What follows belongs to an exercise in optimizing a design on an open flow for small area; a production flow would make more cautious choices.
Only simulation tests tie the RTL to the original design; equivalence was not proved.

==> v13: inputs <==
// FFT_8point_16bit
module FFT_8point_16bit(
    input [15:0] x0,x1,x2,x3,x4,x5,x6,x7,
    input en,clk,rst,
    output [15:0] r7,r6,r5,r4,r3,r2,r1,r0,i7,i6,i5,i4,i3,i2,i1,i0);
clock: 8.5 ns
lec_check: 0
cap_margin: 20
core_margin: 2
core_utilization: 80
slew_margin: 20
synth_hierarchical: 1
standard.sh (not shown) runs the stock make flow with config.mk's settings and CLKGATE_MAP_FILE= SYNTH_SCRIPT=/design/flow/synth_recipe.tcl, a recipe that flattens the netlist after the stock synthesis.
==> flow/flow/run.sh <==
#!/bin/bash
# The standard layout (standard.sh, all ORFS steps), with two changes:
# the port buffers use the smallest buffer cell, and CTS inserts no dummy loads.
set -o pipefail
export BUFFER_PORTS_ARGS="-buffer_cell sky130_fd_sc_hd__buf_1"
export CTS_ARGS="-sink_clustering_enable -repair_clock_nets -buf_list sky130_fd_sc_hd__clkbuf_8 -sink_clustering_size 20 -sink_clustering_max_diameter 50 -dont_use_dummy_load"
bash standard.sh > standard.log 2>&1
==> v19: changes against v13 <==
--- a/flow/design.v
+++ b/flow/design.v
@@ -538,11 +538,11 @@
   full_adder f247(x7[14], ~x3[14], n_245, n_246, n_247);
   wire n_248;
   assign n_248 = x7[15] ^ ~x3[15] ^ n_247;
   wire n_249;
   wire n_250;
-  assign n_250 = n_1 & n_63;
+  half_adder h250(n_1, n_63, n_249, n_250);
   wire n_251;
   wire n_252;
   full_adder f252(n_3, n_65, n_250, n_251, n_252);
   wire n_253;
   wire n_254;
@@ -584,15 +584,16 @@
   wire n_278;
   full_adder f278(n_29, n_91, n_276, n_277, n_278);
   wire n_279;
   assign n_279 = n_31 ^ n_93 ^ n_278;
   wire n_280;
+  assign n_280 = n_1 ^ ~n_63;
   wire n_281;
   assign n_281 = ~n_1 & n_63;
   wire n_282;
   wire n_283;
-  assign n_283 = (n_3 & ~n_65) | (n_3 & ~n_281) | (~n_65 & ~n_281);
+  full_adder f283(n_3, ~n_65, ~n_281, n_282, n_283);
   wire n_284;
   wire n_285;
   full_adder f285(n_5, ~n_67, n_283, n_284, n_285);
   wire n_286;
   wire n_287;
@@ -678,15 +679,16 @@
   wire n_340;
   full_adder f340(n_153, n_215, n_338, n_339, n_340);
   wire n_341;
   assign n_341 = n_155 ^ n_217 ^ n_340;
   wire n_342;
+  assign n_342 = n_187 ^ ~n_125;
   wire n_343;
   assign n_343 = ~n_187 & n_125;
   wire n_344;
   wire n_345;
-  assign n_345 = (n_189 & ~n_127) | (n_189 & ~n_343) | (~n_127 & ~n_343);
+  full_adder f345(n_189, ~n_127, ~n_343, n_344, n_345);
   wire n_346;
   wire n_347;
   full_adder f347(n_191, ~n_129, n_345, n_346, n_347);
   wire n_348;
   wire n_349;
@@ -725,10 +727,11 @@
   wire n_371;
   full_adder f371(n_215, ~n_153, n_369, n_370, n_371);
   wire n_372;
   assign n_372 = n_217 ^ ~n_155 ^ n_371;
   wire n_373;
+  assign n_373 = ~n_218 ^ ~n_156;
   wire n_374;
   assign n_374 = ~n_218 & ~n_156;
   wire n_375;
   wire n_376;
   full_adder f376(n_220, n_158, n_374, n_375, n_376);
@@ -772,10 +775,11 @@
   wire n_402;
   full_adder f402(n_246, n_184, n_400, n_401, n_402);
   wire n_403;
   assign n_403 = n_248 ^ n_186 ^ n_402;
   wire n_404;
+  assign n_404 = ~n_218 ^ n_156;
   wire n_405;
   assign n_405 = n_218 & ~n_156;
   wire n_406;
   wire n_407;
   full_adder f407(n_220, ~n_158, ~n_405, n_406, n_407);
@@ -944,11 +948,11 @@
   assign d1[120] = n_434;
   wire n_435;
   assign n_435 = q1[59] ^ q1[75];
   wire n_436;
   wire n_437;
-  assign n_437 = n_435 & q1[29];
+  half_adder h437(n_435, q1[29], n_436, n_437);
   wire n_438;
   wire n_439;
   full_adder f439(q1[0], q1[30], n_437, n_438, n_439);
   wire n_440;
   wire n_441;
@@ -990,15 +994,16 @@
   wire n_465;
   full_adder f465(q1[13], q1[43], n_463, n_464, n_465);
   wire n_466;
   assign n_466 = q1[14] ^ q1[44] ^ n_465;
   wire n_467;
+  assign n_467 = n_435 ^ ~q1[29];
   wire n_468;
   assign n_468 = ~n_435 & q1[29];
   wire n_469;
   wire n_470;
-  assign n_470 = (q1[0] & ~q1[30]) | (q1[0] & ~n_468) | (~q1[30] & ~n_468);
+  full_adder f470(q1[0], ~q1[30], ~n_468, n_469, n_470);
   wire n_471;
   wire n_472;
   full_adder f472(q1[1], ~q1[31], n_470, n_471, n_472);
   wire n_473;
   wire n_474;
@@ -1710,10 +1715,11 @@
   wire n_761;
   full_adder f761(q6[72], q6[104], n_759, n_760, n_761);
   wire n_762;
   assign n_762 = q6[73] ^ q6[105] ^ n_761;
   wire n_763;
+  assign n_763 = q6[58] ^ ~q6[90];
   wire n_764;
   assign n_764 = ~q6[58] & q6[90];
   wire n_765;
   wire n_766;
   full_adder f766(q6[59], ~q6[91], ~n_764, n_765, n_766);
@@ -1804,10 +1810,11 @@
   wire n_823;
   full_adder f823(q6[88], q6[120], n_821, n_822, n_823);
   wire n_824;
   assign n_824 = q6[89] ^ q6[121] ^ n_823;
   wire n_825;
+  assign n_825 = q6[74] ^ ~q6[106];
   wire n_826;
   assign n_826 = ~q6[74] & q6[106];
   wire n_827;
   wire n_828;
   full_adder f828(q6[75], ~q6[107], ~n_826, n_827, n_828);
==> flow/run.sh (new file) <==
#!/bin/bash
# synth_recipe.tcl (not shown) runs the flow's synth.tcl, then flattens the netlist and writes it again
# the make line also repeats each setting of config.mk as NAME=value (left out here)
make -C /OpenROAD-flow-scripts/flow DESIGN_CONFIG=/design/flow/config.mk WORK_HOME=/design/flow/orfs CLKGATE_MAP_FILE= SYNTH_SCRIPT=/design/flow/synth_recipe.tcl finish
CORE_UTILIZATION = 40   (was 80)
CTS_BUF_LIST = sky130_fd_sc_hd__clkbuf_8   (was unset)
CTS_CLUSTER_DIAMETER = 40   (was unset)
CTS_CLUSTER_SIZE = 20   (was unset)
removed: flow/flow/run.sh
removed: flow/standard.sh
==> v15: changes against v13 <==
==> flow/flow/run.sh (replaced) <==
#!/bin/bash
# The standard layout (standard.sh, all ORFS steps), with two changes:
# the port buffers use the smallest buffer cell, and CTS inserts no dummy loads.
set -o pipefail
export BUFFER_PORTS_ARGS="-buffer_cell sky130_fd_sc_hd__buf_1"
export CTS_ARGS="-sink_clustering_enable -repair_clock_nets -buf_list sky130_fd_sc_hd__clkbuf_8 -sink_clustering_size 20 -sink_clustering_max_diameter 45 -dont_use_dummy_load"
bash standard.sh > standard.log 2>&1
CORE_UTILIZATION = 88   (was 80)
==> impl_metrics.json <==
{
  "powerComb_mw": 4.48,
  "worst_setup_path_start_kind": "input port",
  "ff2ff_path_depth": 15,
  "area_growth_pct": 18.65,
  "largest_register_ffs": 128,
  "finalCriticalPeriod_ns": 8.189,
  "cpMaxStageDelayCell": "fa_1",
  "internal-power_mw": 9.413,
  "status": "finished clean",
  "post_cts_resized": 0,
  "clkTransAtPathRegs_ns": 0.10,
  "routabilityCongestion": 0.8075,
  "critPathKind": "in2reg",
  "critPathMaxStageDelay_ns": 0.52,
  "worstPathCellList": "clkdlybuf4s50_1 -> ha_1 -> fa_1 -> fa_1 -> fa_1 -> fa_1 -> fa_1 -> fa_1 -> fa_1 -> fa_1 -> fa_1 -> fa_1 -> fa_1 -> fa_1 -> fa_1 -> fa_1 -> fa_1 -> xor2_1"
}
Source of the figures above: v19

==> impl_metrics.json <==
{
  "cpMaxStageDelayCell": "fa_1",
  "status": "finished clean",
  "powerComb_mw": 4.34,
  "area_growth_pct": 3.173,
  "critPathMaxStageDelay_ns": 0.54,
  "clkTransAtPathRegs_ns": 0.11,
  "post_cts_resized": 0,
  "internal-power_mw": 8.353,
  "worst_setup_path_start_kind": "input port",
  "critPathKind": "in2reg",
  "ff2ff_path_depth": 15,
  "worstPathCellList": "buf_1 -> ha_1 -> fa_1 -> fa_1 -> fa_1 -> fa_1 -> fa_1 -> fa_1 -> fa_1 -> fa_1 -> fa_1 -> fa_1 -> fa_1 -> fa_1 -> fa_1 -> fa_1 -> fa_1 -> xor2_1",
  "finalCriticalPeriod_ns": 8.148,
  "largest_register_ffs": 128,
  "routabilityCongestion": 0.8788
}
Source of the figures above: v13

==> impl_metrics.json <==
{
  "routabilityCongestion": 0.8746,
  "lastStage": "detailed placement",
  "syn_area_per_cell_um2": 14.76,
  "yosys_warnings": 7,
  "status": "aborted with a tool error",
  "ys_seq_area_share_pct": 56.84,
  "synthCells": 2055,
  "yosysUniqueCellTypes": 29,
  "yosys.area_share.xor_xnor_pct": 1.622,
  "synth.cell_area_um2": 30320,
  "error_line": "[ERROR DPL-0033] detailed placement checks failed during check placement.",
  "synth_edf_count": 0,
  "synth_commonest_cells": "dfxtp_1, fa_1, buf_4, inv_1, and3_1",
  "fp.dieH_um": 189.6,
  "synth_fa_ha_area_share_pct": 28.88,
  "rows": 67
}
Source of the figures above: v15

-- re-timing with driven ports --
No port has a modelled driver above. Below, the same layouts with a new extraction and two added sets of constraints. Step 1 sets driving cells, clkbuf_16 on the clock port and buf_2 on the other inputs (assumed; they add their load-dependent delay and slew). Step 2 times the ports against the registers' clock, not the clock port: input delays grow and output delays shrink by t, the midpoint of the rising clock arrivals with the driver on. Three values: ideal, step 1, step 2; two values: the first two.
run	t (ns)	setup WS [ns]	worst setup path after step 2	latest minus earliest clock arrival (ns)
v13	0.681	0.352 / 0.385 / -0.296	input to register	0.090 / 0.090
v19	0.735	0.311 / 0.323 / -0.392	input to register	0.061 / 0.060
Met with ideal ports but missed after step 2: setup timing in v13 and v19. For v19, which loses most, drivers alone change the setup slack by +0.012 ns; drivers and shift together by -0.703 ns.
